What follows belongs to an exercise in optimizing a design on an open flow for small area, a short achievable clock period and few clock cycles per item; a production flow would make more cautious choices.
Only simulation tests tie the RTL to the original design; equivalence was not proved.
Power is estimated from default activity; no workload was simulated.

==> flow/design.v <==
`timescale 1ns / 1ps
module NN
    # (parameter DATAWIDTH = 32)
    (
    input wire signed[31:0] input_1,
    input wire signed[31:0] input_2,
    input wire clk,
    input wire resetn,
    input wire enable,
    output reg signed[31:0] final_output,
    output reg total_ovf,
    output reg total_zero,
    output reg[2:0] ovf_fsm_state,
    output reg[2:0] zero_fsm_state,
    output wire ready,
    output reg done
);
function gt_const31(input [30:0] x, input [30:0] c);
    integer lv, k;
    reg [31:0] g, e;
    begin
        g = {1'b0, x & ~c};
        e = {1'b1, ~(x ^ c)};
        for (lv = 1; lv < 32; lv = lv * 2)
            for (k = 0; k + lv < 32; k = k + 2 * lv) begin
                g[k] = g[k+lv] | (e[k+lv] & g[k]);
                e[k] = e[k+lv] & e[k];
            end
        gt_const31 = g[0];
    end
endfunction
wire [30:0] i1o = {1'b0, ~input_1[31], input_1[30:2]};
wire [30:0] i2o = {~input_2[31], input_2[30:1]};
wire r3 = !gt_const31(i1o, ((357913941) + 31'sd536870912)) &&  gt_const31(i1o, ((-357913941) + 31'sd536870912)) &&
          !gt_const31(i2o, ((429496729) + 32'sd1073741824)) &&  gt_const31(i2o, ((-429496730) + 32'sd1073741824));
wire r4 = !gt_const31(i1o, ((44739243) + 31'sd536870912)) &&  gt_const31(i1o, ((-44739242) + 31'sd536870912)) &&
          !gt_const31(i2o, ((42949673) + 32'sd1073741824)) &&  gt_const31(i2o, ((-42949673) + 32'sd1073741824));
wire z3 = (input_1[31:2] == 30'd0) || (input_2[31:1] == 31'd0);
wire z4 = (input_1[31:2] == 30'd89478486) || (input_1[31:2] == (30'h3FFFFFFF & -30'sd178956970)) ||
          (input_2[31:1] == (31'h7FFFFFFF & -31'sd429496729));
wire [31:0] q1 = {~input_1[30:2], 3'b000};
wire [31:0] q2 = {~input_1[29:2], 4'b0000};
wire [31:0] q3 = {~input_2[29:1], 3'b000};
wire [31:0] q4 = {~input_2[28:1], 4'b0000};
wire [31:0] q5 = {~input_2[31], ~input_2[31:1]};
wire [31:0] qk = 32'd82;
wire [31:0] sa = q1 ^ q3 ^ q4;
wire [31:0] ca = ((q1 & q3) | (q1 & q4) | (q3 & q4)) << 1;
wire [31:0] sb = q2 ^ q5 ^ qk;
wire [31:0] cb = ((q2 & q5) | (q2 & qk) | (q5 & qk)) << 1;
wire [31:0] s2 = sa ^ ca ^ cb;
wire [31:0] c2 = ((sa & ca) | (sa & cb) | (ca & cb)) << 1;
wire [31:0] s3 = s2 ^ c2 ^ sb;
wire [31:0] c3 = ((s2 & c2) | (s2 & sb) | (c2 & sb)) << 1;
reg [31:0] s3_q, c3_q;
reg r3_q, r4_q, z3_q, z4_q;
reg en_q;
always @(posedge clk) begin
    s3_q <= s3;
    c3_q <= c3;
    r3_q <= r3;
    r4_q <= r4;
    z3_q <= z3;
    z4_q <= z4;
end
wire [31:0] pg_p = s3_q ^ c3_q;
wire [31:0] pg_g = s3_q & c3_q;
wire [31:0] gl [0:5];
wire [31:0] pl [0:5];
assign gl[0] = pg_g;
assign pl[0] = pg_p;
genvar lv, bi;
generate
    for (lv = 0; lv < 5; lv = lv + 1) begin : PREFIX
        for (bi = 0; bi < 32; bi = bi + 1) begin : BIT
            if (bi & (1 << lv)) begin : COMB
                assign gl[lv+1][bi] = gl[lv][bi] | (pl[lv][bi] & gl[lv][((bi >> lv) << lv) - 1]);
                assign pl[lv+1][bi] = pl[lv][bi] & pl[lv][((bi >> lv) << lv) - 1];
            end else begin : PASS
                assign gl[lv+1][bi] = gl[lv][bi];
                assign pl[lv+1][bi] = pl[lv][bi];
            end
        end
    end
endgenerate
wire [31:0] w = pg_p ^ {gl[5][30:0], 1'b0};
wire u31 = (w[31] == w[30]);
wire u29 = (w[31:28] == 4'b0000) || (w[31:28] == 4'b1111);
wire ovf = !(r4_q && u29);
reg [28:0] w_q;
reg ovf_q;
reg [2:0] ovf_st_q;
reg [2:0] zero_st_q;
always @(posedge clk) begin
    w_q <= w[28:0];
    ovf_q <= ovf;
    ovf_st_q <= !r3_q ? 3'd3 : (!r4_q || !u31) ? 3'd4 : !u29 ? 3'd5 : 3'd0;
    zero_st_q <= (z4_q && r3_q) ? 3'd4 : z3_q ? 3'd3 : 3'd0;
end
always @(posedge clk, negedge resetn) begin
    if (!resetn) begin
        en_q <= 1'b0;
        done <= 1'b0;
    end else begin
        en_q <= enable;
        done <= en_q;
    end
end
assign ready = 1'b1;
always @(*) begin
    final_output = {~w_q | {29{ovf_q}}, 1'b1, ovf_q, ovf_q};
    total_ovf = ovf_q;
    total_zero = 1'b0;
    ovf_fsm_state = ovf_st_q;
    zero_fsm_state = zero_st_q;
end
endmodule
==> flow/flow/run.sh <==
#!/bin/bash
# Own layout flow: the standard ORFS flow (standard.sh, standard synthesis unchanged),
# with the port buffers chosen explicitly instead of the resizer's default pick.
set -euo pipefail
bash standard.sh "BUFFER_PORTS_ARGS=-buffer_cell sky130_fd_sc_hd__buf_2" SETUP_SLACK_MARGIN=11.6 finish > flow_standard.log 2>&1
==> flow/standard.sh <==
#!/bin/bash
# synth_recipe.tcl (not shown) runs the flow's synth.tcl, then flattens the netlist and writes it again
# the make line also repeats each setting of config.mk as NAME=value (left out here)
make -C /OpenROAD-flow-scripts/flow DESIGN_CONFIG=/design/flow/config.mk WORK_HOME=/design/flow/orfs CLKGATE_MAP_FILE= SYNTH_SCRIPT=/design/flow/synth_recipe.tcl "${@:-finish}"
==> flow/config.mk <==
export PLATFORM = sky130hd
export DESIGN_NAME = NN
export DESIGN_NICKNAME = NN
export VERILOG_FILES = /design/flow/design.v
export SDC_FILE = /design/flow/constraint.sdc
export NUM_CORES = 4
export LEC_CHECK = 0
export CAP_MARGIN = 50
export CORE_MARGIN = 2
export CORE_UTILIZATION = 65
export SLEW_MARGIN = 50
==> flow/constraint.sdc <==
create_clock -name core_clock -period 16.0 [get_ports {clk}]
set_input_delay 3.2000 -clock core_clock [delete_from_list [all_inputs] [get_ports {clk}]]
set_output_delay 3.2000 -clock core_clock [all_outputs]
set_load 0.01 [all_outputs]
==> results of run 1 <==
[state kept, by name, indices dropped and copies added, names as in the netlist]
signal and count:
z3_q 1, en_q 1, zero_st_q 2, r3_q 1, c3_q 29, w_q 29
ovf_st_q 3, ovf_q 1, s3_q 32, z4_q 1, done 1, r4_q 1
[final cells by class]
cell class / instances / area share [%]
flip-flops and latches: 102 / 23.2
inverters: 120 / 5.36
repair buffers: 135 / 16.2
clock inverters: 6 / 1.06
multi-input cells: 428 / 50.7
well taps: 136 / 1.92
clock buffers: 10 / 1.55
[metrics by stage]
| step | util [%] | power [mW] | cell area [sq um] | instances | worst slack, ns |
|---|---|---|---|---|---|
| 6_report | 87.0 | 1.13 | 8860 | 937 | 11.31 |
| 5_1_grt | 87.0 | 1.21 | 8860 | 937 | 11.32 |
| 4_1_cts | 80.5 | 1.07 | 8200 | 921 | 11.39 |
| 3_5_place_dp | 72.1 | 0.863 | 7340 | 888 | 10.96 |
| 3_3_place_gp | 72.1 | 0.834 | 7340 | 888 | 10.96 |
| 2_1_floorplan | - | 0.737 | 6720 | 659 | 11.23 |
[placed cells by master, fill, tap and decap left out, types with 10 or more instances in the layout]
cell type,Yosys,layout
a21o_1,12,12
a21oi_1,26,23
buf_12,0,13
buf_2,0,27
buf_4,6,31
buf_6,0,43
buf_8,0,18
clkbuf_8,0,10
dfxtp_1,100,99
fa_1,82,50
fa_2,0,32
ha_1,62,62
inv_1,120,111
nand2_1,18,18
nand2b_4,0,25
nand4_1,16,16
nor2_1,33,32
nor3_1,12,12
nor4_1,13,12
o21ai_0,16,10
o21ai_1,6,12
xnor2_1,17,16
xor2_1,11,10
[logic make-up (layout without fill, tap and decap cells)]
family,after synthesis,count (layout),synth area share [%]
compound gates,100,100,9.75
xor+xnor,28,28,3.66
fa+ha+maj,144,144,36.1
buf+inv,129,271,7.57
flops,102,102,30.6
other cells,2,3,0.112
simple gates,153,153,12.2
[worst max-delay path, delay by kind of cell]
kind	cells	cell delay, ns
adders and majority gates	3	1.56
buffers and inverters	2	0.18
[power breakdown]
part	leakage (nW)	switching [mW]	internal, mW
Combinational	3.32	0.297	0.245
Clock	0.113	0.0917	0.0934
Sequential	0.864	0.0475	0.354
Total	4.30	0.436	0.693
[worst max path at each step]
stage                start               end  slack, ns
2_1_floorplan   input_1[6]   s3_q[7]$_DFF_P_      11.23
3_3_place_gp    input_2[4]   s3_q[6]$_DFF_P_      10.96
3_5_place_dp    input_2[4]   s3_q[6]$_DFF_P_      10.96
4_1_cts         input_2[7]  s3_q[10]$_DFF_P_      11.39
5_1_grt        input_1[26]  s3_q[27]$_DFF_P_      11.32
6_report       input_1[26]  s3_q[27]$_DFF_P_      11.31
[what timing repair did]
| item | in CTS | in global routing |
|---|---|---|
| resized for setup | 156 | 93 |
| endpoints found under the setup margin | 87 | 80 |
| buffers inserted | 17 | 14 |
| pin swaps | 27 | 26 |
| gates cloned | 0 | 2 |
[metal layers]
layer  wire, um  part of all wire, %  track usage (%)  vias up
li1           -                    -                -     2430
met1       6640                   35             36.6     2650
met2       9900                   52             56.3      325
met3       1440                  7.5             4.27       81
met4       1120                  5.9             12.8        0
met5          0                    0                0        -
==> flow_summary.json, run 1 <==
{
  "run_status": "timing/DRC/antenna clean",
  "syn-cell-area_sq_um": 6700,
  "whs_ns": 0.341,
  "vias": 5486,
  "yosysMostFrequentCell": "inv_1",
  "synth_cells": 658,
  "io_pins": 109,
  "synth_top_area_share_pct": 29.9,
  "cts_tree": "yes",
  "ant_nets": 0,
  "ys_warn_count": 1,
  "cts_buffers": 9,
  "detail_route.first_pass.iterations": 6,
  "critPathMaxStageDelay_ns": 0.57,
  "fmax_mhz": 213,
  "hold_path.class": "register to register",
  "rows": 37,
  "reg2regPathDepth": 14,
  "syn_to_final_growth_pct": 32.4,
  "drive_gt1_share_pct": 29.0,
  "ys_async_sr_fraction_pct": 1.96,
  "drc_errors": 0,
  "worst_pin_slew_ns": 0.648,
  "root_buffer": "clkbuf_8",
  "maxSlewHeadroom_pct": 56.3,
  "drt-initial-drc-count": 412,
  "cp_slowest_cell": "fa_1",
  "ys_seq_area_share_pct": 30.6,
  "grt_pass1_wl_um": 26400,
  "wl_um": 19100,
  "synth-seq-cells": 102,
  "start_util_pct": 65.8,
  "nNetsFinal": 1007,
  "routedWlPerCell_um": 20.4,
  "grt-ovfl-total": 0,
  "path_max_fanout": 3,
  "cts_buffer_depth": 2,
  "viasPerCell": 5.85,
  "p_leak_nw": 4.30,
  "r2r_setup_slack_ns": 12.33,
  "clock_skew_ns": 0.0140,
  "cts_hold_buf": 0,
  "syn_area_per_cell_sq_um": 10.2,
  "ys_types": 52,
  "buffer_ports.inserted": 102,
  "clock_sinks": 102,
  "grt_antenna_before_repair": 0,
  "place_congestion": 0.928,
  "hpwl_um": 12000,
  "regArea_sq_um": 2060,
  "die_h_um": 106,
  "irDropWorstVdd_mv": 0.138,
  "grt_pass1_vias": 5495,
  "rsz0062_at_grt": "true",
  "path_common_cell": "fa_1",
  "yosys.area.top_type": "dfxtp_1",
  "die_w_um": 106,
  "clkTransAtPathRegs_ns": 0.10,
  "h-tree-depth": 3,
  "worst_hold_path.num_cells": 0,
  "min_period_over_period_pct": 29.3,
  "grt_max_degree": 18,
  "clk_latency_ns": 0.39,
  "hold_violations": 0,
  "fin_setup_tns_ns": 0,
  "cp-start-kind": "input pin",
  "required_ns": 16.26,
  "core_sq_um": 10200,
  "reg2reg_from": "s3_q[4]$_DFF_P_",
  "hp-start": "s3_q[0]$_DFF_P_",
  "ys_top_cells_by_count": "inv_1, dfxtp_1, fa_1",
  "synth-edff-count": 0,
  "power.density_nw_per_um2": 127,
  "worstPathCellList": "buf_8, fa_1, inv_1, fa_1, fa_2",
  "worstPathArrival_ns": 4.95,
  "worstSetupPathType": "input pin to register",
  "worstReg2RegEnd": "ovf_st_q[2]$_SDFF_PN0_",
  "fin_crit_ns": 4.69,
  "slew_viol_final": 0,
  "multi_input_area_sq_um": 4490,
  "min_to": "w_q[0]$_DFF_P_",
  "dieArea_sq_um": 11100,
  "n_fill_cell": 469,
  "cp-end-kind": "register",
  "ys_top_cells_by_area": "dfxtp_1, fa_1, ha_1",
  "antenna_cells": 0,
  "maxCapViolCount": 0,
  "synth_ff_type": "dfxtp_1",
  "grt_use_total_pct": 30.9,
  "setup_viol": 0
}
Testbench counts, summed over its fixed seeds: cycles 2,408, items 2,400.
==> run 2, diff against run 1 <==
==> flow/flow/run.sh (replaced) <==
#!/bin/bash
# Own layout flow: the standard ORFS flow (standard.sh, standard synthesis unchanged),
# with the port buffers chosen explicitly instead of the resizer's default pick.
set -euo pipefail
bash standard.sh "BUFFER_PORTS_ARGS=-buffer_cell sky130_fd_sc_hd__buf_2" SETUP_SLACK_MARGIN=11.6 SETUP_MOVE_SEQUENCE=sizeup,swap finish > flow_standard.log 2>&1
==> flow_summary.json, run 2 <==
{
  "worstSetupPathType": "input pin to register",
  "synth_cells": 658,
  "drc_errors": 0,
  "path_max_fanout": 6,
  "viasPerCell": 5.67,
  "place_congestion": 0.928,
  "synth-seq-cells": 102,
  "fin_crit_ns": 4.66,
  "run_status": "timing/DRC/antenna clean",
  "ant_nets": 0,
  "drt-initial-drc-count": 280,
  "die_h_um": 106,
  "routedWlPerCell_um": 18.3,
  "detail_route.first_pass.iterations": 5,
  "ys_top_cells_by_area": "dfxtp_1, fa_1, ha_1",
  "syn-cell-area_sq_um": 6700,
  "grt-ovfl-total": 0,
  "synth_top_area_share_pct": 29.9,
  "root_buffer": "clkbuf_8",
  "clkTransAtPathRegs_ns": 0.10,
  "p_sw_share_pct": 37.2,
  "io_pins": 109,
  "worstPathArrival_ns": 4.92,
  "vias": 5125,
  "ys_types": 52,
  "syn_to_final_growth_pct": 23.6,
  "cts_buffer_depth": 2,
  "irDropWorstVdd_mv": 0.142,
  "buffer_ports.inserted": 102,
  "slew_viol_final": 0,
  "maxCapViolCount": 0,
  "internal-power_uw": 682,
  "power.density_nw_per_um2": 131,
  "hold_violations": 0,
  "top_register": "s3_q",
  "p_leak_nw": 3.80,
  "hold_path.class": "register to register",
  "hpwl_um": 12000,
  "required_ns": 16.26,
  "synth-edff-count": 0,
  "antenna_cells": 0,
  "top_regs": "s3_q x32, c3_q x29, w_q x29",
  "cts_hold_buf": 0,
  "fmax_mhz": 214,
  "cts_buffers": 9,
  "worst_pin_slew_ns": 0.636,
  "grt_pass1_vias": 5306,
  "yosysMostFrequentCell": "inv_1",
  "grt_pass1_wl_um": 25200,
  "start_util_pct": 65.8,
  "ys_seq_area_share_pct": 30.6,
  "clock_sinks": 102,
  "min_period_over_period_pct": 29.2,
  "grt_antenna_before_repair": 0,
  "wl_um": 16500,
  "final_cell_count_no_fill": 904,
  "grt_use_total_pct": 29.7,
  "setup_viol": 0,
  "h-tree-depth": 3,
  "synth_ff_type": "dfxtp_1",
  "cts_tree": "yes",
  "largest_reg_flops": 32,
  "rsz0062_at_grt": "true",
  "ys_warn_count": 1,
  "clockPowerShare_pct": 16.9,
  "p_switching_uw": 404,
  "rows": 37,
  "seqPwrFrac_pct": 35.5,
  "die_w_um": 106,
  "final_cell_mix": "inv_1, dfxtp_1, ha_1, fa_1, buf_2",
  "power_frac_comb_pct": 47.6,
  "ys_async_sr_fraction_pct": 1.96,
  "drive_gt1_share_pct": 23.4,
  "ys_top_cells_by_count": "inv_1, dfxtp_1, fa_1",
  "yosys.area.top_type": "dfxtp_1",
  "layout_commonest_cell": "inv_1",
  "cp-start-kind": "input pin",
  "dp.cells": 888,
  "core_sq_um": 10200,
  "clock_skew_ns": 0.0101,
  "dieArea_sq_um": 11100,
  "grt_max_degree": 33,
  "clk_latency_ns": 0.38,
  "maxSlewHeadroom_pct": 57.2,
  "nNetsFinal": 974,
  "syn_area_per_cell_sq_um": 10.2,
  "cp-end-kind": "register",
  "fin_setup_tns_ns": 0
}
==> run 2: power by group through the flow <==
stage / clock network [mW] / logic, mW / registers [mW]
6_report: 0.184 / 0.517 / 0.385
5_1_grt: 0.196 / 0.583 / 0.394
4_1_cts: 0.187 / 0.498 / 0.383
3_5_place_dp: 0 / 0.474 / 0.389
3_3_place_gp: 0 / 0.449 / 0.386
2_1_floorplan: 0 / 0.356 / 0.381
==> run 2: critical path: stages <==
cell and delay [ns]:
buf_12 0.11, fa_1 0.56, inv_2 0.06, fa_2 0.55, fa_2 0.44
==> run 2: worst paths after layout <==
path	start	endpoint	slack, ns	cells after the start
worst max register to register	s3_q[4]$_DFF_P_	ovf_st_q[2]$_SDFF_PN0_	12.39	14
worst max-delay path	input_1[16]	s3_q[17]$_DFF_P_	11.34	5
worst min register to register	s3_q[2]$_DFF_P_	w_q[2]$_DFF_P_	0.34	0
worst min-delay path	s3_q[2]$_DFF_P_	w_q[2]$_DFF_P_	0.34	0
min in group asynchronous	resetn	en_q$_DFF_PN0_	2.58	1
max in group asynchronous	resetn	done$_DFF_PN0_	13.33	1
==> run 2: cell families (layout without fill, tap and decap cells) <==
logic type	count (synthesis)	count (layout)	share of synthesized area, %
other cells	2	3	0.112
xor+xnor	28	28	3.66
fa+ha+maj	144	144	36.1
flops	102	102	30.6
simple gates	153	153	12.2
buf+inv	129	238	7.57
compound gates	100	100	9.75
==> run 2: repair_timing <==
item                       in CTS  in global routing
resized for setup             149                 69
setup buffers                   0                  0
cloned                          0                  0
pin swaps                      13                 24
setup endpoints to repair      87                 84
==> run 2: stage by stage <==
step | cell area [sq um] | setup slack [ns] | util [%] | total power, mW | hold WS (ns)
2_1_floorplan | 6720 | 11.23 | - | 0.737 | 0.310
3_3_place_gp | 7340 | 10.96 | 72.1 | 0.834 | 0.311
3_5_place_dp | 7340 | 10.96 | 72.1 | 0.863 | 0.317
4_1_cts | 8020 | 11.38 | 78.7 | 1.07 | 0.343
5_1_grt | 8280 | 11.34 | 81.3 | 1.17 | 0.352
6_report | 8280 | 11.34 | 81.3 | 1.09 | 0.338
==> run 2: cell type report <==
class | count | area (sq um)
fill | 617 | 1900
timing repair buffer | 102 | 1020
clock inverter | 6 | 93.8
clock buffer | 10 | 138
inverter | 120 | 479
multi-input combinational | 428 | 4320
sequential | 102 | 2060
tap | 136 | 170
==> run 2: metal layers <==
metal,routed length [um],track usage [%]
met3,961,4.95
met5,0,0
met4,584,12.4
met1,6020,34.7
met2,8940,53.9
==> run 3, diff against run 2 <==
==> flow/flow/run.sh (replaced) <==
#!/bin/bash
# Own layout flow: the standard ORFS flow (standard.sh, standard synthesis unchanged),
# with the port buffers chosen explicitly instead of the resizer's default pick.
set -euo pipefail
bash standard.sh "BUFFER_PORTS_ARGS=-buffer_cell sky130_fd_sc_hd__buf_2" finish > flow_standard.log 2>&1
==> flow_summary.json, run 3 <==
{
  "run_status": "timing/DRC/antenna clean",
  "die_w_um": 106,
  "placed_area_sq_um": 7330,
  "cts_hold_buf": 0,
  "pre_cts_ws_ns": 10.88,
  "grt_use_total_pct": 28.4,
  "grt_max_degree": 33,
  "yosys.area.top_type": "dfxtp_1",
  "slew_viol_final": 0,
  "min_period_over_period_pct": 29.6,
  "ant_nets": 0,
  "nNetsFinal": 974,
  "core_sq_um": 10200,
  "fin_setup_tns_ns": 0,
  "h-tree-depth": 3,
  "synth_top_area_share_pct": 29.9,
  "io_pins": 109,
  "drt-initial-drc-count": 264,
  "grt_pass1_vias": 5073,
  "syn_area_per_cell_sq_um": 10.2,
  "die_h_um": 106,
  "r2r_setup_slack_ns": 12.26,
  "worst_pin_slew_ns": 0.546,
  "antenna_cells": 0,
  "setup_viol": 0,
  "ys_top_cells_by_count": "inv_1, dfxtp_1, fa_1",
  "whs_ns": 0.333,
  "seqPwrFrac_pct": 37.4,
  "routedWlPerCell_um": 15.9,
  "synth_cells": 658,
  "p_switching_uw": 374,
  "top_regs": "s3_q x32, c3_q x29, w_q x29",
  "ys_warn_count": 1,
  "start_util_pct": 65.8,
  "clk_latency_ns": 0.37,
  "hold_path.class": "register to register",
  "cts_buffers": 9,
  "maxSlewHeadroom_pct": 63.2,
  "grt-ovfl-total": 0,
  "hpwl_um": 12000,
  "cts_buffer_depth": 2,
  "cts_tree": "yes",
  "rsz0062_at_grt": "false",
  "ys_seq_area_share_pct": 30.6,
  "power.density_nw_per_um2": 136,
  "power_frac_comb_pct": 46.8,
  "clock_skew_ns": 0.00779,
  "buffer_ports.inserted": 102,
  "final_cell_mix": "inv_1, buf_2, dfxtp_1, fa_1, ha_1",
  "final.setup.worst_slack_ns": 11.26,
  "yosysMostFrequentCell": "inv_1",
  "clockPowerShare_pct": 15.9,
  "ys_top_cells_by_area": "dfxtp_1, fa_1, ha_1",
  "cp-start-kind": "input pin",
  "detail_route.first_pass.iterations": 5,
  "wl_um": 14300,
  "post_cts_resized": 0,
  "syn-cell-area_sq_um": 6700,
  "p_leak_nw": 3.60,
  "fmax_mhz": 211,
  "drive_gt1_share_pct": 15.6,
  "grt_pass1_wl_um": 24100,
  "clkTransAtPathRegs_ns": 0.09,
  "postCtsSetupRepairBufs": 0,
  "design_area_sq_um": 7530,
  "layout_commonest_cell": "inv_1",
  "worstPathArrival_ns": 4.98,
  "clock_sinks": 102,
  "maxCapViolCount": 0,
  "worstSetupPathType": "input pin to register",
  "synth_ff_type": "dfxtp_1",
  "irDropWorstVdd_mv": 0.145,
  "dieArea_sq_um": 11100,
  "internal-power_uw": 648,
  "drc_errors": 0,
  "place_congestion": 0.880,
  "top_register": "s3_q",
  "grt_antenna_before_repair": 0,
  "hold_violations": 0,
  "synth-edff-count": 0,
  "required_ns": 16.24,
  "ys_async_sr_fraction_pct": 1.96,
  "fin_crit_ns": 4.74,
  "largest_reg_flops": 32,
  "p_sw_share_pct": 36.6,
  "ys_types": 52,
  "syn_to_final_growth_pct": 12.4,
  "rows": 37,
  "root_buffer": "clkbuf_8",
  "viasPerCell": 5.50,
  "path_max_fanout": 6,
  "cp-end-kind": "register",
  "synth-seq-cells": 102,
  "vias": 4975
}
-- run 3: cell counts after synthesis --
Identical to the previous run, type by type.
-- run 3: cells by family after synthesis --
kind of cell	share of synthesized area (%)
fa+ha+maj	36.1
compound gates	9.75
simple gates	12.2
other cells	0.112
buf+inv	7.57
flops	30.6
xor+xnor	3.66
-- run 3: stage by stage --
step	total power, mW	util, %	cells
global route	1.12	73.9	904
CTS	1.03	73.9	904
finish	1.02	73.9	904
global placement	0.839	71.9	888
detailed placement	0.863	71.9	888
floorplan	0.742	-	659
-- run 3: worst max-delay path: stages --
cell	delay (ns)
buf_2	0.15
fa_1	0.54
inv_1	0.06
fa_1	0.50
fa_1	0.53
-- run 3: metal layers --
layer  vias to the layer above  routed length, um  global-route usage (%)
met5                         -                  0                       0
met3                        27                850                    5.44
met4                         0                337                    9.77
li1                       2367                  -                       -
met1                      2385               5810                    34.9
met2                       196               7340                    50.0
-- run 3: worst paths after layout --
kind / startpoint / endpoint / depth (start not counted)
worst max-delay path: input_1[26] / s3_q[27]$_DFF_P_ / 5
worst min-delay path: s3_q[2]$_DFF_P_ / w_q[2]$_DFF_P_ / 0
worst max register to register: s3_q[4]$_DFF_P_ / ovf_st_q[2]$_SDFF_PN0_ / 14
worst min register to register: s3_q[2]$_DFF_P_ / w_q[2]$_DFF_P_ / 0
max in group asynchronous: resetn / done$_DFF_PN0_ / 1
min in group asynchronous: resetn / en_q$_DFF_PN0_ / 1
-- run 3: area by class of cell --
class | instances | area (sq um)
multi-input combinational | 428 | 4140
fill | 780 | 2660
sequential | 102 | 2050
timing repair buffer | 102 | 510
inverter | 120 | 450
tap | 136 | 170
clock buffer | 13 | 159
clock inverter | 3 | 42.5
-- run 3: power by group through the flow --
stage / Sequential, mW / Combinational, mW / Clock [mW]
finish: 0.382 / 0.478 / 0.162
floorplan: 0.381 / 0.361 / 0
global placement: 0.386 / 0.454 / 0
CTS: 0.383 / 0.481 / 0.168
global route: 0.391 / 0.552 / 0.176
detailed placement: 0.389 / 0.474 / 0

-- re-timing with driven ports --
How much do the figures lean on ideal ports? The routed layouts below were timed once more, with nothing changed but the port constraints. Step 1, drivers: a clkbuf_16 drives clk and a buf_2 each remaining input, both assumed. Step 2 also shifts input and output timing later by t, the mid clock arrival at the registers, as if the neighbouring blocks saw the same clock. Slacks: no drivers / after step 1 / after step 2; pairs: no drivers / after step 1.
run | shift t [ns] | setup WS [ns] | worst slew at a driven data input, ns
run 1 | 0.416 | 11.314 / 11.307 / 10.891 | 0.08
run 2 | 0.414 | 11.336 / 11.324 / 10.910 | 0.08
run 3 | 0.406 | 11.259 / 11.276 / 10.870 | 0.05
After both steps setup and hold are still met in every run listed. The setup slack of run 2, which loses most, moves by -0.012 ns with the drivers and by -0.426 ns with both steps.
